Background: an optimization exercise with open tools, aiming at small area. Do not read the settings as production practice. For this run, only the layout was checked, not whether the RTL still works. Power and IR drop assume default switching activity.

<file path="flow/design.v">
	module secondsClock(input clk, input rst, output reg new_clk, output rise, output fall);
	assign rise = ~new_clk;
	assign fall = new_clk;
	always @(posedge clk) begin	
			if (rst) begin
				new_clk <= 0;
			end else begin
				new_clk <= ~new_clk;
			end
	end
endmodule
module sevenSeg(input [3:0]A, output reg [0:6] Seg);
	always @(A) begin		
		case (A)  
			0: begin                
				Seg = 7'b0000001;       
				end
			1: begin                
				Seg = 7'b1001111;       
				end
			2: begin               
				Seg = 7'b0010010;
				end
			3: begin                
				Seg = 7'b0000110;
				end
			4: begin                
				Seg = 7'b1001100;
				end
			5: begin
				Seg = 7'b0100100;
				end
			6: begin   
				Seg = 7'b0100000;
				end
			7: begin
				Seg = 7'b0001111;
				end
			8: begin
				Seg = 7'b0000000;
				end
			9: begin
				Seg = 7'b0000100;
				end
			10: begin  
				Seg = 7'b0000100;
				end
			11: begin  
				Seg = 7'b1111111;
				end
			default: begin
				Seg = 7'b1111111;
				end
		endcase
	end
endmodule 	
module ovenClock(input clk, rst, onOff, output reg[3:0]minuteCountVal1, output reg[3:0]minuteCountVal2, output reg[3:0]hourCountVal1, output reg[3:0]hourCountVal2);
	wire clock;
	wire rise, fall;
	secondsClock clock1(clk, rst, clock, rise, fall);
	always @ (posedge clk) begin 
		if (rst) begin
			minuteCountVal1 <= 0;
			minuteCountVal2 <= 0;
			hourCountVal1 <= 0;
			hourCountVal2 <= 0;
		end else if (rise) begin
			if(minuteCountVal1 == 9) begin  
				minuteCountVal1 <= 0;
				if(minuteCountVal2 == 5) begin  
					minuteCountVal1 <= 0;
					minuteCountVal2 <= 0;
					if(hourCountVal2 == 2 && hourCountVal2 == 4) begin  
						hourCountVal2 <= 0;
						hourCountVal1 <= 0;
					end
					if(hourCountVal1 == 9) begin   
						hourCountVal1 <= 0;
						hourCountVal2 <= hourCountVal2 + 1;
					end else begin
						hourCountVal1 <= hourCountVal1 + 1;  
					end
				end else begin
					minuteCountVal2 <= minuteCountVal2 + 1;  
				end
			end else begin
				minuteCountVal1 <= minuteCountVal1 + 1;  
			end
		end
	end	
endmodule 
	module temp_input(input clk, rst, onOff, input [1:0] btn, input [3:0]sw, output reg [3:0]hex0, hex1, hex2, hex3);
	reg [2:0]state;  
	wire clock;
	wire rise, fall;
	secondsClock clock2(clk, rst, clock, rise, fall);
	always @(posedge clk) begin
		if (rst) begin
			hex3 <= 0;
			hex2 <= 0;
			hex1 <= 0;
			hex0 <= 0;
			state <= 0;
		end else if (fall) begin
		if(onOff == 0) begin
			hex3 <= 0;  
			hex2 <= 0; 
			hex1 <= 0;
			hex0 <= 0;
			state = 0;
		end
		if (state == 0) begin 
			hex0 <= (sw[3] * 4) + (sw[2] * 3) + (sw[1] * 2) + (sw[0] * 1);  
			if (btn[0] ==0 ) begin
				state <= 1;
			end
		end else if (state == 1) begin
			hex1 <= (sw[3] * 4) + (sw[2] * 3) + (sw[1] * 2) + (sw[0] * 1);  
			if (btn[0] == 0) begin
				state <= 2;
			end
		end else if (state == 2) begin
			hex2 <= (sw[3] * 3) + (sw[2] * 2) + (sw[1] * 1);  
			if (btn[1] == 0) begin  
				hex3 <= 0;  
				hex2 <= 0; 
				hex1 <= 0;
				hex0 <= 0;
				state <= 3;
			end
		end else if (state == 3) begin
			hex0 <= (sw[3] * 4) + (sw[2] * 3) + (sw[1] * 2) + (sw[0] * 1);  
			if (btn[0] == 0) begin
				state <= 4;
			end
		end else if (state == 4) begin 
			hex1 <= (sw[3] * 4) + (sw[2] * 3) + (sw[1] * 2) + (sw[0] * 1);  
			if (btn[0] == 0) begin
				state <= 5;
			end
		end else if (state == 5) begin
			hex2 <= (sw[3] * 4) + (sw[2] * 3) + (sw[1] * 2) + (sw[0] * 1);  
			if (btn[0] == 0) begin
				state <= 6;
			end
		end else if (state == 6) begin
			hex3 <= (sw[2] * 3) + (sw[1] * 2) + (sw[0] * 1);  
		end
		end
	end
endmodule 
module bakingState(input clk, input rst, input [1:0]state, input[9:0] timerVal, input [9:0]inputTemp, output reg[3:0] tempVal0, tempVal1, tempVal2, tempVal3, output reg readyLight);
	reg[9:0] currentTemp;  
	reg[9:0] counter;  
	reg[1:0] timerComplete;  
	wire clock;
	wire rise, fall;
	secondsClock clock4(clk, rst, clock, rise, fall);
	always @ (posedge clk) begin 
		if (rst) begin
			currentTemp <= 65;
			counter <= 0;
			timerComplete <= 0;
			readyLight <= 0;
			tempVal0 <= 0;
			tempVal1 <= 0;
			tempVal2 <= 0;
			tempVal3 <= 0;
		end else if (rise) begin
		if(state == 2) begin  
			if(currentTemp == inputTemp) begin  
				if(counter < timerVal) begin  
					counter = counter + 1;
				end else if(timerComplete == 0) begin	 
					timerComplete = 1;  
				end
				tempVal3 = ((timerVal - counter) / 60) / 10;  
				tempVal2 = ((timerVal - counter) / 60) % 10;  
				tempVal1 = ((timerVal - counter) % 60) / 10;  
				tempVal0 = ((timerVal - counter) % 60) % 10;  
				readyLight <= 1;  
			end
			if(timerComplete == 0 && currentTemp != inputTemp) begin
				if (currentTemp + 2 >= inputTemp) begin  
					currentTemp <= inputTemp;
				end else if (currentTemp < inputTemp) begin  
					currentTemp <= currentTemp + 2;
				end
				tempVal0 <= currentTemp % 10;  
				tempVal1 <= (currentTemp / 10) % 10;
				tempVal2 <= (currentTemp / 100) % 10;
				tempVal3 <= 11;
			end else if(timerComplete == 1) begin  
				if(currentTemp - 2 <= 65) begin  
						currentTemp <= 65;
				end else if(currentTemp > 65) begin  
					readyLight <= 0;  
					currentTemp <= currentTemp - 2;
				end 
				tempVal0 <= currentTemp % 10;  
				tempVal1 <= (currentTemp / 10) % 10;
				tempVal2 <= (currentTemp / 100) % 10;
				tempVal3 <= 11;
			end
		end 
		end
	end
endmodule 
module FinalProject(input [3:0] in, input [1:0]pushButton, input clk, input rst, input onOff, output [0:6] Hex0, Hex1, Hex2, Hex3, Hex4, Hex5, output readyLed);
	reg [1:0]state;  
	reg [3:0]hexVal0, hexVal1, hexVal2, hexVal3, hexVal4, hexVal5;  
	wire clock;
	wire rise, fall;
	secondsClock clock1(clk, rst, clock, rise, fall);
	wire[3:0] minuteCountVal1;  
	wire[3:0] minuteCountVal2;
	wire[3:0] hourCountVal1;
	wire[3:0] hourCountVal2;
	ovenClock ovenClk(clk, rst, onOff, minuteCountVal1, minuteCountVal2, hourCountVal1, hourCountVal2);  
	wire[3:0] hex0;  
	wire[3:0] hex1;
	wire[3:0] hex2;
	wire[3:0] hex3;
	reg[9:0] tempVal;
	reg[9:0] timerVal;
	temp_input tmp_in(clk, rst, onOff, pushButton[1:0], in[3:0], hex0, hex1, hex2, hex3);  
	wire[3:0] tempHex0;  
	wire[3:0] tempHex1;
	wire[3:0] tempHex2;
	wire[3:0] tempHex3;
	bakingState bake(clk, rst, state[1:0], timerVal, tempVal, tempHex0, tempHex1, tempHex2, tempHex3, readyLed);  
	always @(posedge clk) begin
		if (rst) begin
			hexVal0 <= 11;
			hexVal1 <= 11;
			hexVal2 <= 11;
			hexVal3 <= 11;
			hexVal4 <= 11;
			hexVal5 <= 11;
			tempVal <= 0;
			timerVal <= 0;
			state <= 0;
		end else if (fall) begin
		if(onOff == 0) begin  
			hexVal0 <= minuteCountVal1;
			hexVal1 <= minuteCountVal2;
			hexVal2 <= hourCountVal1;
			hexVal3 <= hourCountVal2;
			hexVal4 <= 11;  
			hexVal5 <= 11;
			state = 0;
		end else begin
			if(state == 0) begin  
				hexVal0 <= hex0;
				hexVal1 <= hex1;
				hexVal2 <= hex2;
				hexVal3 <= 11;
				hexVal4 <= 11;
				hexVal5 <= 11;
				if(pushButton[1] == 0) begin  
					tempVal <= hex0 + (hex1 * 10) + (hex2 * 100);  
					state <= 1;
				end
			end else if (state == 1) begin  
				hexVal0 <= hex0;
				hexVal1 <= hex1;
				hexVal2 <= hex2;
				hexVal3 <= hex3;
				hexVal4 <= 11;
				hexVal5 <= 11;
				if(pushButton[1] == 0) begin  
					timerVal <= (hex0 + (hex1 * 10) + (hex2 * 60) + ((hex3 * 10) * 60));  
					state <= 2;
				end
			end else if (state == 2) begin  
				hexVal0 <= tempHex0;
				hexVal1 <= tempHex1;
				hexVal2 <= tempHex2;
				hexVal3 <= tempHex3;
				hexVal4 <= 11;
				hexVal5 <= 11;
			end
		end
		end
	end
	sevenSeg Seg0(hexVal0, Hex0);  
	sevenSeg Seg1(hexVal1, Hex1); 
	sevenSeg Seg2(hexVal2, Hex2);
	sevenSeg Seg3(hexVal3, Hex3); 
	sevenSeg Seg4(hexVal4, Hex4); 
	sevenSeg Seg5(hexVal5, Hex5);
endmodule
</file>
<file path="flow/run.sh">
#!/bin/bash
# synth_recipe.tcl (not shown) runs the flow's synth.tcl, then flattens the netlist and writes it again
# the make line also repeats each setting of config.mk as NAME=value (left out here)
make -C /OpenROAD-flow-scripts/flow DESIGN_CONFIG=/design/flow/config.mk WORK_HOME=/design/flow/orfs CLKGATE_MAP_FILE= SYNTH_SCRIPT=/design/flow/synth_recipe.tcl finish
</file>
<file path="flow/config.mk">
export PLATFORM = sky130hd
export DESIGN_NAME = FinalProject
export DESIGN_NICKNAME = FinalProject
export VERILOG_FILES = /design/flow/design.v
export SDC_FILE = /design/flow/constraint.sdc
export NUM_CORES = 8
export LEC_CHECK = 0
export CAP_MARGIN = 20
export CORE_MARGIN = 2
export CORE_UTILIZATION = 40
export SLEW_MARGIN = 20
</file>
<file path="flow/constraint.sdc">
create_clock -name core_clock -period 100.0 [get_ports {clk}]
set_input_delay 20.0000 -clock core_clock [delete_from_list [all_inputs] [get_ports {clk}]]
set_output_delay 20.0000 -clock core_clock [all_outputs]
set_load 0.01 [all_outputs]
</file>
==> results_dict.tcl <==
set metrics [dict create \
    status "no timing/DRC/antenna violations" \
    layout_min_cycle_time_ns 22.95 \
    p_switching_mw 0.0389 \
    tightestPinTransition_ns 1.01 \
    initial_core_util 0.407 \
    yosysMostFrequentCell "nor2_1" \
    place.gp.congestion 0.854 \
    power_density_mw_per_mm2 9.31 \
    slew_violations 0 \
    crit_path_start_kind "input pin" \
    clock.fmax_mhz 43.6 \
    muxShareOfSynthArea 0.0393 \
    crit_buf_inv 3 \
    cts_buffer_depth 2 \
    ys_seq_elements 144 \
    num_antenna_cells 0 \
    drc_errors 0 \
    period_share 0.229 \
    vias 12400 \
    setup-violations-final 0 \
    crit_chain "clkdlybuf4s50_1 > buf_4 > nand2b_1 > o21ai_2 > buf_4 > a211oi_1 > a211oi_1 > ha_1 > or3_1 > o21ai_0 > a21oi_1" \
    cp.arrival_ns 23.23 \
    ys_types 103 \
    finalHoldViolations 0 \
    max_slew_margin 0.328 \
    synth_compound_area_frac 0.248 \
    leakage_nw 6.12 \
    finalPower_mw 0.139 \
    dp_slack_ns 76.61 \
    insertion_delay_ns 0.43 \
    grt_pass1_vias 11300 \
    sequentialPowerShare 0.442 \
    overflow 0 \
    grt_usage 0.191 \
    synth_common_cells "nor2_1, a21oi_1, dfxtp_1" \
    drt_first_pass_iters 5 \
    ys.warnings.count 6 \
    final.setup.tns_ns 0 \
    rsz0062_at_grt "no" \
    portBuffers 37 \
    synth_top_area_frac 0.211 \
    synthAdderAreaFrac 0.163 \
    cts_tree "done" \
    die_w_um 189 \
    nets 1930 \
    grt_use_met3 0.0248 \
    grt_busiest_layer "met2" \
    gr-usage-met1 0.266 \
    numCtsBuffers 17 \
    synth_ff_type "dfxtp_1" \
    drive_gt1_frac 0.0547 \
    syn-cell-area_mm2 0.0137 \
    hpwl_um 26100 \
    cts_root_buffer "clkbuf_16" \
    h-tree-depth 4 \
    cp_top_family "buffers and inverters" \
    num-fill-cells 3419 \
    grt_max_degree 65 \
    min_path_type "register to register" \
    drt-total-wl_um 34400 \
    synth_top_family_by_area "compound AO/OA/AOI/OAI gates" \
    vias_per_cell 5.58 \
    rows 67 \
    crit_slowest_cell "a211oi_1" \
    postRouteAntennaNets 0 \
    grt_antenna_before_repair 1 \
    ys_seq_area_frac 0.211 \
    clkPwrFrac 0.446 \
    maxCapViolations 0 \
    die_area_mm2 0.0357 \
    postCtsHoldBufs 0 \
    multi_input_area_mm2 0.00998 \
    grt_pass1_wl_um 57200 \
    io_pins 52 \
    sw_frac_of_total 0.280 \
    cts_setup_buffers 0 \
    setup_ws_ns 77.05 \
    clock-sinks 144 \
    first_iter_violations 810 \
    place_area_mm2 0.0144 \
    coreArea_mm2 0.0336 \
    crit_path_max_fanout 46 \
    async_reset_ff_frac 0 \
    syn_inst 1771 \
    p_comb_frac 0.112 \
    synth_top_cells_by_area "dfxtp_1, ha_1, nor2_1" \
    die_y_um 189 \
    intPower_mw 0.100 \
    vdd_drop_max_v 0.00000999 \
    synth_edf_count 0 \
    wl_per_cell_um 15.5 \
    ctsResizeCount 0 \
    met2_usage 0.316 \
    fin_area_mm2 0.0149 \
    slowest_delay_ns 0.69 \
    endpoint_kind "register" \
    crit_type "input pin to register" \
    area_growth_pct 9.07 \
    syn_area_per_cell_um2 7.73 \
    regArea_mm2 0.00288 \
    synth.largest_area_cell "dfxtp_1" \
    fin_skew_ns 0.0139 \
    synthXorXnorAreaFrac 0.0618 \
    required_ns 100.29 \
    clk_pin_slew_ns 0.07 \
    synthSimpleGateAreaFrac 0.212 \
]
cell type report:
type,instances,share of cell area
clock buffer,17,0.0285
timing repair buffer,53,0.0327
clock inverter,15,0.00964
sequential,144,0.193
multi-input combinational,1426,0.669
inverter,119,0.0299
tap,448,0.0375
logic make-up after synthesis:
group,after synthesis
fa+ha+maj,163
compound gates,509
other cells,1
xor+xnor,95
buf+inv,214
flops,144
mux,53
simple gates,592
sequential cells by signal, indices dropped and copies added, names as in the netlist, 7 cells and up:
signal,flops
Hex0,7
Hex1,7
bake.counter,10
tempVal,10
bake.currentTemp,10
timerVal,10
Hex3,7
Hex2,7
cells in the final DEF (no fill, tap or decap), types with 26 or more instances in the layout:
cell type / Yosys / routed
a211oi_1: 43 / 42
a21o_1: 30 / 30
a21oi_1: 146 / 146
clkdlybuf4s50_1: 0 / 36
dfxtp_1: 144 / 144
fa_1: 26 / 26
ha_1: 134 / 134
inv_1: 115 / 115
mux2i_1: 47 / 47
nand2_1: 128 / 128
nand3_1: 39 / 39
nor2_1: 209 / 209
nor2b_1: 28 / 28
nor3_1: 53 / 53
o21ai_0: 97 / 97
xnor2_1: 62 / 62
xor2_1: 32 / 32
path summary, 6_finish.rpt:
path	endpoint	startpoint	cells after the start	slack, ns
setup reg to reg	bake.tempVal3[0]	timerVal[1]	37	90.36
hold reg to reg	bake.clock4.new_clk	bake.clock4.new_clk	1	0.41
setup / recovery	Hex2[3]	onOff	11	77.05
hold / removal	bake.clock4.new_clk	bake.clock4.new_clk	1	0.41
worst register-to-register path, delay by kind of cell, from the launching register on:
kind | cells | cell delay (ns)
flip-flops | 1 | 0.42
buffers and inverters | 3 | 0.29
adder cells (fa/ha/maj) | 3 | 0.88
AND/OR/NAND/NOR | 8 | 1.16
XOR/XNOR | 1 | 0.19
AO/OA/AOI/OAI | 22 | 6.54
per-stage QoR:
step / instances / hold WS, ns / utilization
global route: 2222 / 0.410 / 0.444
finish: 2222 / 0.410 / 0.444
global placement: 2190 / 0.395 / 0.427
detailed placement: 2190 / 0.399 / 0.427
floorplan: 1784 / 0.386 / -
CTS: 2222 / 0.407 / 0.444
power by group through the flow:
stage / clock (mW) / sequential (mW) / combinational, mW
2_1_floorplan: 0 / 0.0632 / 0.00921
3_3_place_gp: 0 / 0.0628 / 0.0154
3_5_place_dp: 0 / 0.0628 / 0.0156
4_1_cts: 0.0632 / 0.0615 / 0.0157
5_1_grt: 0.0656 / 0.0618 / 0.0175
6_report: 0.0619 / 0.0615 / 0.0156
layer usage:
metal | vias to the layer above | routed length (µm)
li1 | 6318 | -
met1 | 5787 | 16700
met2 | 259 | 16000
met3 | 33 | 1290
met4 | 2 | 414
met5 | - | 13

## afterwards: timing with drivers on the ports
Ports are ideal in the flow. The routed layout listed here was re-timed in OpenROAD. Step 1 sets driving cells, clkbuf_16 on the clock port and buf_2 on the other inputs (assumed; they add their load-dependent delay and slew). Step 2 moves the port delays by t, midway between the first and last clock arrival at a register: inputs arrive t later, outputs are due t later. That takes back most of the time a late clock gives input paths. Slacks: ideal ports / drivers / drivers and shift; pairs: ideal ports / drivers.
shift t [ns]: 0.469
setup slack, ns: 77.054 / 77.075 / 76.606
worst setup path at the end: input to register
worst slew at a driven data input, ns: 0.03
cell pins on the clock port's net: 1
After both steps setup and hold are still met in this run. The setup slack of this run moves by +0.021 ns with the drivers and by -0.448 ns with both steps.
